What follows belongs to an exercise in optimizing a design on an open flow for small area; a production flow would make more cautious choices. In this exercise RTL edits were held to simulation tests only and were not proved equivalent to the original. Power and IR drop assume default switching activity.

File: design/flow/config.mk
export PLATFORM = sky130hd
export DESIGN_NAME = axi_stream_insert_header_1
export DESIGN_NICKNAME = axi_stream_insert_header_1
export VERILOG_FILES = /design/flow/design.v
export SDC_FILE = /design/flow/constraint.sdc
export NUM_CORES = 4
export LEC_CHECK = 0
export CAP_MARGIN = 20
export CORE_MARGIN = 2
export CORE_UTILIZATION = 40
export SLEW_MARGIN = 20
export SYNTH_HIERARCHICAL = 1
File: design/flow/constraint.sdc
create_clock -name core_clock -period 5.0 [get_ports {clk}]
set_input_delay 1.0000 -clock core_clock [delete_from_list [all_inputs] [get_ports {clk}]]
set_output_delay 1.0000 -clock core_clock [all_outputs]
set_load 0.01 [all_outputs]
File: design/flow/design.v
`timescale 1ns / 1ps
module aihs_ao22 (input a1, input a2, input b1, input b2, output y);
assign y = (a1 & a2) | (b1 & b2);
endmodule
module aihs_aoi222 (input a1, input a2, input b1, input b2, input c1, input c2, output y);
assign y = ~((a1 & a2) | (b1 & b2) | (c1 & c2));
endmodule
module aihs_nand2 (input a, input b, output y);
assign y = ~(a & b);
endmodule
module aihs_nand3 (input a, input b, input c, output y);
assign y = ~(a & b & c);
endmodule
module aihs_nand4 (input a, input b, input c, input d, output y);
assign y = ~(a & b & c & d);
endmodule
module axi_stream_insert_header_1 #(
parameter DATA_WD = 32,
parameter DATA_BYTE_WD = DATA_WD / 8,
parameter BYTE_CNT_WD = $clog2(DATA_BYTE_WD)
) (
input clk,
input rst_n,
input valid_in,
input [DATA_WD-1 : 0] data_in,
input [DATA_BYTE_WD-1 : 0] keep_in,
input last_in,
output ready_in,
output valid_out,
output [DATA_WD-1 : 0] data_out,
output [DATA_BYTE_WD-1 : 0] keep_out,
output last_out,
input ready_out,
input valid_insert,
input [DATA_WD-1 : 0] data_insert,
input [DATA_BYTE_WD-1 : 0] keep_insert,
input [BYTE_CNT_WD-1: 0] byte_insert_cnt,
output ready_insert
);
reg l1, l2, lo0, lo1;
wire pulse = ~l1 & l2;
always @(posedge clk or negedge rst_n)
if (!rst_n) begin
    l1 <= 1'b0; l2 <= 1'b0; lo0 <= 1'b0; lo1 <= 1'b0;
end else begin
    l1 <= last_in; l2 <= l1; lo0 <= pulse; lo1 <= lo0;
end
assign ready_in = ~pulse;
assign last_out = lo1;
reg s_ready, ins, n1;
wire hs = valid_insert & s_ready;
always @(posedge clk or negedge rst_n)
if (!rst_n) begin
    s_ready <= 1'b0; ins <= 1'b0; n1 <= 1'b0;
end else begin
    ins <= hs; s_ready <= ~ins; n1 <= s_ready;
end
assign ready_insert = s_ready;
assign valid_out = ~n1 | s_ready;
wire k1111 = keep_insert == 4'b1111;
wire k0111 = keep_insert == 4'b0111;
wire k0011 = keep_insert == 4'b0011;
wire k0001 = keep_insert == 4'b0001;
wire kval = k1111 | k0111 | k0011 | k0001;
wire en = valid_in & ~pulse & rst_n;    
wire eh = hs & kval;                    
wire en_n = ~en;
wire eh_n = ~eh;
wire ek_n = ~hs;
reg [31:0] r1, r2, hdr;
reg [3:0] kin;
reg [3:0] ks;     
reg nz1, nz2;
wire [31:0] r1_d, r2_d, hdr_d;
wire [3:0] kin_d, ks_d;
wire nz2_d;
wire [3:0] ks_new = {k0001, k0011, k0111, k1111};
genvar i;
generate
for (i = 0; i < 32; i = i + 1) begin : g_w
    aihs_ao22 u_r1 (.a1(en), .a2(data_in[i]), .b1(en_n), .b2(r1[i]), .y(r1_d[i]));
    aihs_ao22 u_r2 (.a1(en), .a2(r1[i]), .b1(en_n), .b2(r2[i]), .y(r2_d[i]));
    aihs_ao22 u_hd (.a1(eh), .a2(data_insert[i]), .b1(eh_n), .b2(hdr[i]), .y(hdr_d[i]));
end
for (i = 0; i < 4; i = i + 1) begin : g_k
    aihs_ao22 u_ki (.a1(en), .a2(keep_in[i]), .b1(en_n), .b2(kin[i]), .y(kin_d[i]));
    aihs_ao22 u_ks (.a1(hs), .a2(ks_new[i]), .b1(ek_n), .b2(ks[i]), .y(ks_d[i]));
end
endgenerate
aihs_ao22 u_nz2 (.a1(en), .a2(nz1), .b1(en_n), .b2(nz2), .y(nz2_d));
always @(posedge clk) begin
    r1 <= r1_d; r2 <= r2_d; hdr <= hdr_d; kin <= kin_d; ks <= ks_d; nz2 <= nz2_d;
end
always @(posedge clk or negedge rst_n)
if (!rst_n) nz1 <= 1'b0;
else if (en) nz1 <= 1'b1;
reg [3:0] nzb;
always @(posedge clk or negedge rst_n)
if (!rst_n) nzb <= 4'b0;
else if (eh) nzb <= {k1111, k1111 | k0111, ~k0001, 1'b1};
wire si1 = ins & k0111, si2 = ins & k0011, si3 = ins & k0001;
wire sn0 = ~ins & ks[0], sn1 = ~ins & ks[1], sn2 = ~ins & ks[2], sn3 = ~ins & ks[3];
wire ld = (ins & kval) | sn0 | sn1 | sn2 | sn3;
wire hold = ~ld;
wire [3:0] sh = {4{ins & k1111}} & nzb;
wire a1 = (si1 | sn1) & nz1, a2 = (si2 | sn2) & nz1, a3 = (si3 | sn3) & nz1;
wire b0 = sn0 & nz2, b1 = sn1 & nz2, b2 = sn2 & nz2, b3 = sn3 & nz2;
reg [31:0] hdo;
reg nzh;
wire [31:0] hdo_d;
generate
for (i = 0; i < 8; i = i + 1) begin : g_h
    wire x3a, x3b, x3c;
    aihs_aoi222 u3a (.a1(sh[3]), .a2(hdr[24+i]), .b1(si1), .b2(data_insert[16+i]), .c1(si2), .c2(data_insert[8+i]), .y(x3a));
    aihs_aoi222 u3b (.a1(si3), .a2(data_insert[i]), .b1(b0), .b2(r2[24+i]), .c1(b1), .c2(r2[16+i]), .y(x3b));
    aihs_aoi222 u3c (.a1(b2), .a2(r2[8+i]), .b1(b3), .b2(r2[i]), .c1(hold), .c2(hdo[24+i]), .y(x3c));
    aihs_nand3 u3 (.a(x3a), .b(x3b), .c(x3c), .y(hdo_d[24+i]));
    wire x2a, x2b, x2c, x2d;
    aihs_aoi222 u2a (.a1(sh[2]), .a2(hdr[16+i]), .b1(si1), .b2(data_insert[8+i]), .c1(si2), .c2(data_insert[i]), .y(x2a));
    aihs_aoi222 u2b (.a1(a3), .a2(r1[24+i]), .b1(b0), .b2(r2[16+i]), .c1(b1), .c2(r2[8+i]), .y(x2b));
    aihs_nand2 u2c (.a(b2), .b(r2[i]), .y(x2c));
    aihs_nand2 u2d (.a(hold), .b(hdo[16+i]), .y(x2d));
    aihs_nand4 u2 (.a(x2a), .b(x2b), .c(x2c), .d(x2d), .y(hdo_d[16+i]));
    wire x1a, x1b, x1c;
    aihs_aoi222 u1a (.a1(sh[1]), .a2(hdr[8+i]), .b1(si1), .b2(data_insert[i]), .c1(a2), .c2(r1[24+i]), .y(x1a));
    aihs_aoi222 u1b (.a1(a3), .a2(r1[16+i]), .b1(b0), .b2(r2[8+i]), .c1(b1), .c2(r2[i]), .y(x1b));
    aihs_nand2 u1c (.a(hold), .b(hdo[8+i]), .y(x1c));
    aihs_nand3 u1 (.a(x1a), .b(x1b), .c(x1c), .y(hdo_d[8+i]));
    wire x0a, x0b;
    aihs_aoi222 u0a (.a1(sh[0]), .a2(hdr[i]), .b1(a1), .b2(r1[24+i]), .c1(a2), .c2(r1[16+i]), .y(x0a));
    aihs_aoi222 u0b (.a1(a3), .a2(r1[8+i]), .b1(b0), .b2(r2[i]), .c1(hold), .c2(hdo[i]), .y(x0b));
    aihs_nand2 u0 (.a(x0a), .b(x0b), .y(hdo_d[i]));
end
endgenerate
always @(posedge clk) hdo <= hdo_d;
always @(posedge clk or negedge rst_n)
if (!rst_n) nzh <= 1'b0;
else if (ld) nzh <= 1'b1;
wire so = ready_out & nzh, sr = ~ready_out & nz2;
generate
for (i = 0; i < 32; i = i + 1) begin : g_o
    aihs_ao22 u_o (.a1(so), .a2(hdo[i]), .b1(sr), .b2(r2[i]), .y(data_out[i]));
end
endgenerate
reg [3:0] keep_out_r;
wire [3:0] kl = ({4{k1111}} & kin) | ({4{k0111}} & {kin[2:0], 1'b0})
              | ({4{k0011}} & {kin[1:0], 2'b0}) | ({4{k0001}} & {kin[0], 3'b0})
              | {4{~kval}};
always @(posedge clk or negedge rst_n)
if (!rst_n) keep_out_r <= 4'b0;
else keep_out_r <= valid_out ? 4'b1111 : ({4{lo1}} & kl);
assign keep_out = keep_out_r;
endmodule
File: design/flow/run.sh
#!/bin/bash
# synth_recipe.tcl (not shown) runs the flow's synth.tcl, then flattens the netlist and writes it again
# the make line also repeats each setting of config.mk as NAME=value (left out here)
make -C /OpenROAD-flow-scripts/flow DESIGN_CONFIG=/design/flow/config.mk WORK_HOME=/design/flow/orfs CLKGATE_MAP_FILE= SYNTH_SCRIPT=/design/flow/synth_recipe.tcl finish
==> results of run 1 <==
Yosys stat by module (local to each module, per instance):
module / flip-flops and latches / area, µm² / times used / cells inside
aihs_ao22: 0 / 8.758 / 137 / 1
aihs_aoi222: 0 / 10.01 / 72 / 1
aihs_nand2: 0 / 3.754 / 32 / 1
aihs_nand3: 0 / 5.005 / 16 / 1
aihs_nand4: 0 / 6.256 / 8 / 1
axi_stream_insert_header_1: 154 / 3631 / 1 / 227
power by group through the flow:
stage | sequential (mW) | clock [mW] | combinational, mW
floorplan | 1.66 | 0 | 0.392
global placement | 1.71 | 0 | 0.668
detailed placement | 1.72 | 0 | 0.683
CTS | 1.70 | 1.25 | 0.688
global route | 1.74 | 1.30 | 0.735
finish | 1.70 | 1.23 | 0.687
through the flow:
step / utilization [%] / total power [mW] / setup slack (ns) / hold WS [ns]
6_report: 54.77 / 3.624 / 1.285 / 0.3550
5_1_grt: 54.77 / 3.773 / 1.223 / 0.3609
4_1_cts: 54.77 / 3.636 / 1.286 / 0.3533
3_5_place_dp: 50.84 / 2.402 / 1.289 / 0.3450
3_3_place_gp: 50.84 / 2.380 / 1.299 / 0.3346
2_1_floorplan: - / 2.051 / 0.9106 / 0.3312
final timing paths:
path | cells past startpoint | to | startpoint
min | 0 | lo1$_DFF_PN0_ | lo0$_DFF_PN0_
max in group asynchronous | 2 | nzh$_DFFE_PN0P_ | rst_n
min in group asynchronous | 2 | keep_out_r[1]$_DFF_PN0_ | rst_n
max | 5 | data_out[14] | ready_out
min reg2reg | 0 | lo1$_DFF_PN0_ | lo0$_DFF_PN0_
max reg2reg | 6 | hdo[9]$_DFF_P_ | ins$_DFF_PN0_
cell usage in the layout, fill, tap and decap left out, types with 2 or more instances in the layout:
cell             instances
a21oi_1                  3
a222oi_1                72
a22o_1                 137
and2_1                   6
and3_1                   4
buf_4                   14
clkbuf_1                 2
clkbuf_16               17
clkbuf_8                 5
clkdlybuf4s50_1        117
clkinv_2                 4
dfrtp_1                 17
dfxtp_1                137
inv_1                    8
inv_4                    2
nand2_1                 37
nand2b_1                 3
nand3_1                 17
nand4_1                  8
nor2_1                   4
nor2b_1                  5
nor3_1                   2
nor4_2                   2
o21a_1                   4
o21ai_0                  2
o22ai_1                  2
cell type report:
class,instances,area (µm²),share of cell area [%]
clock inverter,7,63.81,0.8108
clock buffer,24,501.7,6.375
tap,184,230.2,2.925
inverter,10,40.04,0.5087
timing repair buffer,131,1276,16.22
sequential,154,3168,40.25
multi-input combinational,325,2590,32.91
critical path, stage by stage:
cell and delay (ns):
clkdlybuf4s50_1 0.53, and2_1 0.16, buf_4 0.25, a22o_1 0.22
clkdlybuf4s50_1 0.54
per-layer routing:
layer | vias to the layer above | global-route usage [%] | part of all wire [%]
met5 | - | 0 | 0
met4 | 0 | 11.83 | 2.9
met3 | 47 | 6.100 | 8.0
met2 | 332 | 35.55 | 45
met1 | 2712 | 30.59 | 44
li1 | 2436 | - | -
sequential cells by signal, indices dropped and copies added, names as in the netlist, 4 cells and up:
name,cells
nzb,4
r2,32
ks,4
hdr,32
kin,4
hdo,32
r1,32
keep_out_r,4
logic make-up after synthesis:
group	after synthesis	share of synthesized area, %
simple gates	94	8.281
buf+inv	13	1.100
mux	2	0.4528
compound gates	229	35.56
flops	154	54.60
==> impl_metrics.json, run 1 <==
{
  "clkPwrFrac_pct": 34.0,
  "synth_area_leaders": "dfxtp_1 47%, a22o_1 21%, a222oi_1 12%",
  "post_cts.resized_instances": 0,
  "clock_latency_ns": 0.43,
  "post_dp_cell_area_um2": 7305,
  "yosysWarnings": 7,
  "wire_per_inst_um": 22.37,
  "drive_above_1_share_pct": 8.449,
  "drc_errors": 0,
  "syn_nets": 572,
  "ys_seq_elements": 154,
  "dr.pass1.iters": 8,
  "synthFlopType": "dfxtp_1",
  "netlist.area_leader.share_pct": 47.27,
  "yosys.area.top_type": "dfxtp_1",
  "p_comb_share_pct": 19.0,
  "post_cts_buffers": 0,
  "grt_pass1_wl_um": 28460,
  "rsz0062_at_grt": "no",
  "synth_commonest_cells": "137 x a22o_1, 137 x dfxtp_1, 72 x a222oi_1",
  "clockBufferDepth": 2,
  "sequentialPowerShare_pct": 47.0,
  "grt_start_max_net_pins": 71,
  "grt_usage_pct": 23.33,
  "peakVddDrop_v": 0.0002601,
  "power.switching_mw": 0.9727,
  "synth_seq_area_share_pct": 54.60,
  "clock-skew-final_ns": 0.01061,
  "slew_violations": 0,
  "initial_core_util_pct": 40.38,
  "hold_violations": 0,
  "diodes": 0,
  "cts.clk_slew.worst_paths_ns": 0.06,
  "netlist_area_um2": 5802,
  "drt-initial-drc-count": 869,
  "hold_class": "flop to flop",
  "post-route-cell-area_um2": 7870,
  "synth_edf_count": 0,
  "required_ns": 4.00,
  "die_y_um": 124.4,
  "first_global_vias": 5286,
  "ant_nets": 0,
  "area_growth_syn_to_layout_pct": 35.65,
  "status": "no timing/DRC/antenna violations",
  "start_kind": "input port",
  "timing.fmax_ghz": 0.2692,
  "cts_made_buffers": 17,
  "port_buffers": 117,
  "fin_crit_ns": 3.715,
  "rows": 44,
  "dp.cells": 804,
  "finalSetupViolations": 0,
  "syn_avg_cell_area_um2": 11.79,
  "dieArea_um2": 15480,
  "maxCapViolCount": 0,
  "crit_path_end_kind": "output port",
  "antenna_found_initial": 0,
  "ioPinCount": 120,
  "cp_max_fo": 16,
  "cts_hold_buf": 0,
  "die_w_um": 124.4,
  "power_density_nw_per_um2": 460.5,
  "h-tree-depth": 4,
  "cts_tree": "yes",
  "path_class": "input port to output port",
  "dp_hpwl_um": 11330,
  "fin_crit_sh_pct": 74.30,
  "vias": 5527,
  "wl_um": 18680,
  "finalSetupTns_ns": 0,
  "root_buffer": "clkbuf_16",
  "grt-ovfl-total": 0,
  "layout.cells.non_filler": 835,
  "slew_headroom_pct": 21.18,
  "layout.nets": 719,
  "p_leak_nw": 3.201,
  "cts.sinks": 154,
  "synthCells": 492,
  "cp.arrival_ns": 2.72,
  "core-area_um2": 14370,
  "rrSetupSlack_ns": 2.74,
  "async_flop_share_pct": 11.04,
  "gp_congestion": 0.8604,
  "p_sw_share_pct": 26.84,
  "nFillCells": 1225,
  "tightest_slew_ns": 1.182,
  "ys_types": 38,
  "internal_power_mw": 2.652,
  "avgViaCountPerCell": 6.619
}
==> run 2, diff against run 1 <==
==> design/flow/flow/run.sh (new file) <==
#!/bin/bash
# The standard layout (standard.sh), with two changes: the port buffers
# are buf_1 instead of the default pick, and CTS uses clkbuf_8 with no dummy
# loads. All of make's output goes to make.log; ORFS keeps each step's log
# under orfs/logs.
set -euo pipefail
export BUFFER_PORTS_ARGS="-buffer_cell sky130_fd_sc_hd__buf_1"
export CTS_ARGS="-sink_clustering_enable -repair_clock_nets -dont_use_dummy_load -buf_list sky130_fd_sc_hd__clkbuf_8"
bash standard.sh > make.log 2>&1
==> design/flow/standard.sh (new file) <==
#!/bin/bash
# synth_recipe.tcl (not shown) runs the flow's synth.tcl, then flattens the netlist and writes it again
# the make line also repeats each setting of config.mk as NAME=value (left out here)
make -C /OpenROAD-flow-scripts/flow DESIGN_CONFIG=/design/flow/config.mk WORK_HOME=/design/flow/orfs CLKGATE_MAP_FILE= SYNTH_SCRIPT=/design/flow/synth_recipe.tcl "${@:-finish}"
removed: design/flow/run.sh
==> impl_metrics.json, run 2 <==
{
  "cts.clk_slew.worst_paths_ns": 0.07,
  "fin_crit_ns": 3.505,
  "cts_made_buffers": 17,
  "async_flop_share_pct": 11.04,
  "power_density_nw_per_um2": 435.7,
  "rrSetupSlack_ns": 2.50,
  "path_class": "input port to output port",
  "crit_path_end_kind": "output port",
  "hold_violations": 0,
  "synth_area_leaders": "dfxtp_1 47%, a22o_1 21%, a222oi_1 12%",
  "cp.arrival_ns": 2.50,
  "rr_endpoint": "hdo[19]$_DFF_P_",
  "dp.cells": 800,
  "fin_crit_sh_pct": 70.10,
  "netlist.area_leader.share_pct": 47.27,
  "cts_hold_buf": 0,
  "ant_nets": 0,
  "timing.fmax_ghz": 0.2853,
  "wire_per_inst_um": 22.01,
  "first_global_vias": 5188,
  "path_delay_family": "simple AND/OR/NAND/NOR gates",
  "min_from": "lo0$_DFF_PN0_",
  "path_buf_inv": 3,
  "crit_slowest_cell": "and2_1",
  "hold_class": "flop to flop",
  "finalSetupViolations": 0,
  "synth_commonest_cells": "137 x a22o_1, 137 x dfxtp_1, 72 x a222oi_1",
  "slew_violations": 0,
  "layout.cells.non_filler": 817,
  "wl_met3_um": 1626,
  "required_ns": 4.00,
  "synthCells": 492,
  "wl_met2_um": 8125,
  "cts_tree": "yes",
  "yosys.area.top_type": "dfxtp_1",
  "drive_above_1_share_pct": 6.161,
  "maxCapViolCount": 0,
  "worst-path-stages": 5,
  "ioPinCount": 120,
  "post_cts_buffers": 0,
  "synthFlopType": "dfxtp_1",
  "root_buffer": "clkbuf_8",
  "dieArea_um2": 15480,
  "grt_usage_pct": 22.86,
  "ys_seq_elements": 154,
  "port_buffers": 117,
  "antenna_found_initial": 0,
  "drt-initial-drc-count": 699,
  "whs_path_depth": 0,
  "p_leak_nw": 2.709,
  "gp_congestion": 0.8599,
  "vias": 5373,
  "cp_slowest_stage_delay_ns": 0.66,
  "clockBufferDepth": 2,
  "top_layer": "met4",
  "ys_types": 38,
  "slew_headroom_pct": 27.14,
  "die_y_um": 124.4,
  "status": "no timing/DRC/antenna violations",
  "rsz0062_at_grt": "no",
  "r2r-start": "ins$_DFF_PN0_",
  "wl_um": 17980,
  "initial_core_util_pct": 40.38,
  "clock-skew-final_ns": 0.02810,
  "grt-ovfl-total": 0,
  "cp_max_fo": 17,
  "tightest_slew_ns": 1.093,
  "area_growth_syn_to_layout_pct": 16.80,
  "die_w_um": 124.4,
  "start_kind": "input port",
  "dp_hpwl_um": 11070,
  "crit_top_cell": "buf_1",
  "post_cts.resized_instances": 0,
  "syn_avg_cell_area_um2": 11.79,
  "yosysWarnings": 7,
  "synth_edf_count": 0,
  "drc_errors": 0,
  "syn_nets": 572,
  "h-tree-depth": 4,
  "synth_seq_area_share_pct": 54.60,
  "finalSetupTns_ns": 0,
  "wl_met1_um": 7762,
  "clock_latency_ns": 0.46,
  "rows": 44,
  "cts.sinks": 154,
  "netlist_area_um2": 5802,
  "core-area_um2": 14370,
  "diodes": 0,
  "crit_chain": "buf_1, and2_1, buf_4, a22o_1, buf_1",
  "grt_pass1_wl_um": 28130,
  "layout_common_cells": "137 x a22o_1, 137 x dfxtp_1, 117 x buf_1, 72 x a222oi_1, 37 x nand2_1",
  "layout.nets": 715,
  "grt_start_max_net_pins": 71,
  "peakVddDrop_v": 0.0001732,
  "dr.pass1.iters": 8,
  "avgViaCountPerCell": 6.576,
  "r2r_cells": 4,
  "hold_end": "lo1$_DFF_PN0_"
}
## run 2: cell types whose count changed in the layout (fill, tap and decap cells not counted), sizes merged
| cell | delta |
|---|---|
| inv | -1 |
| bufinv | -1 |
| clkinv | -4 |
| clkdlybuf4s50 | -117 |
| clkinvlp | -1 |
| buf | +113 |
| clkbuf | -7 |
## run 2: Yosys stat by module (local to each module, per instance)
module | cells | copies in the design | area (µm²)
aihs_nand3 | 1 | 16 | 5.005
aihs_aoi222 | 1 | 72 | 10.01
aihs_nand2 | 1 | 32 | 3.754
axi_stream_insert_header_1 | 227 | 1 | 3631
aihs_ao22 | 1 | 137 | 8.758
aihs_nand4 | 1 | 8 | 6.256
## run 2: layout make-up
cell class,instances,area (µm²)
Clock buffer,17,234.0
Fill cell,1338,7592
Inverter,10,40.04
Multi-Input combinational cell,325,2590
Sequential cell,154,3168
Tap cell,184,230.2
Timing Repair Buffer,127,514.2
## run 2: cell families after synthesis
kind of cell    count (synthesis)  synth area share, %
mux                             2               0.4528
simple gates                   94                8.281
compound gates                229                35.56
flops                         154                54.60
buf+inv                        13                1.100
## run 2: per-layer routing
| layer | vias up | GRT usage [%] |
|---|---|---|
| li1 | 2411 | - |
| met1 | 2613 | 30.03 |
| met2 | 312 | 35.33 |
| met3 | 37 | 5.885 |
| met4 | 0 | 10.58 |
| met5 | - | 0 |
## run 2: worst register-to-register path, delay by kind of cell, from the launching register on
| kind | cells | cell delay (ns) |
|---|---|---|
| AO/OA/AOI/OAI | 2 | 1.24 |
| flip-flops | 1 | 0.50 |
| AND/OR/NAND/NOR | 2 | 0.71 |
## run 2: worst max path at each step
stage | startpoint | to | slack, ns
final | ready_out | data_out[26] | 1.50
after detailed placement | keep_insert[3] | hdo[17]$_DFF_P_ | 1.40
after floorplan | rst_n | kin[0]$_DFF_P_ | 0.91
after CTS | ready_out | data_out[15] | 1.50
after global routing | ready_out | data_out[15] | 1.36
after global placement | keep_insert[3] | hdo[19]$_DFF_P_ | 1.43
## run 2: stage by stage
step	area (µm²)	total power [mW]	utilization, %	hold WS, ns	worst slack (ns)
6_report	6777	2.953	47.16	0.3790	1.495
5_1_grt	6777	3.094	47.16	0.3927	1.362
4_1_cts	6777	2.959	47.16	0.3780	1.496
3_5_place_dp	6543	2.273	45.53	0.3472	1.401
3_3_place_gp	6543	2.254	45.53	0.3347	1.435
2_1_floorplan	5802	2.051	-	0.3312	0.9106
## run 2: where the power goes
group | internal (mW) | switching [mW] | leakage [nW] | total [mW]
combinational | 0.284 | 0.271 | 1.26 | 0.555
clock | 0.299 | 0.394 | 0.122 | 0.693
sequential | 1.50 | 0.207 | 1.33 | 1.70

==> re-timing with driven ports <==
How much do the figures lean on ideal ports? The routed layouts below were timed once more, with nothing changed but the port constraints.
Step 1 (the two cells are an assumption about what drives the block):
set clk [get_ports {clk}]
set_driving_cell -lib_cell sky130_fd_sc_hd__clkbuf_16 $clk
set_driving_cell -lib_cell sky130_fd_sc_hd__buf_2 [delete_from_list [all_inputs] $clk]
Step 2 moves the port delays by t, midway between the first and last clock arrival at a register: inputs arrive t later, outputs are due t later. That takes back most of the time a late clock gives input paths.
Three values: ideal, step 1, step 2; two values: the first two.
run | t, ns | setup WS [ns] | worst setup path at the end
run 1 | 0.465 | 1.285 / 1.263 / 1.263 | input to output
run 2 | 0.481 | 1.495 / 1.439 / 1.260 | input to register
After both steps setup and hold are still met in every run listed. The setup slack of run 2, which loses most, moves by -0.056 ns with the drivers and by -0.235 ns with both steps.
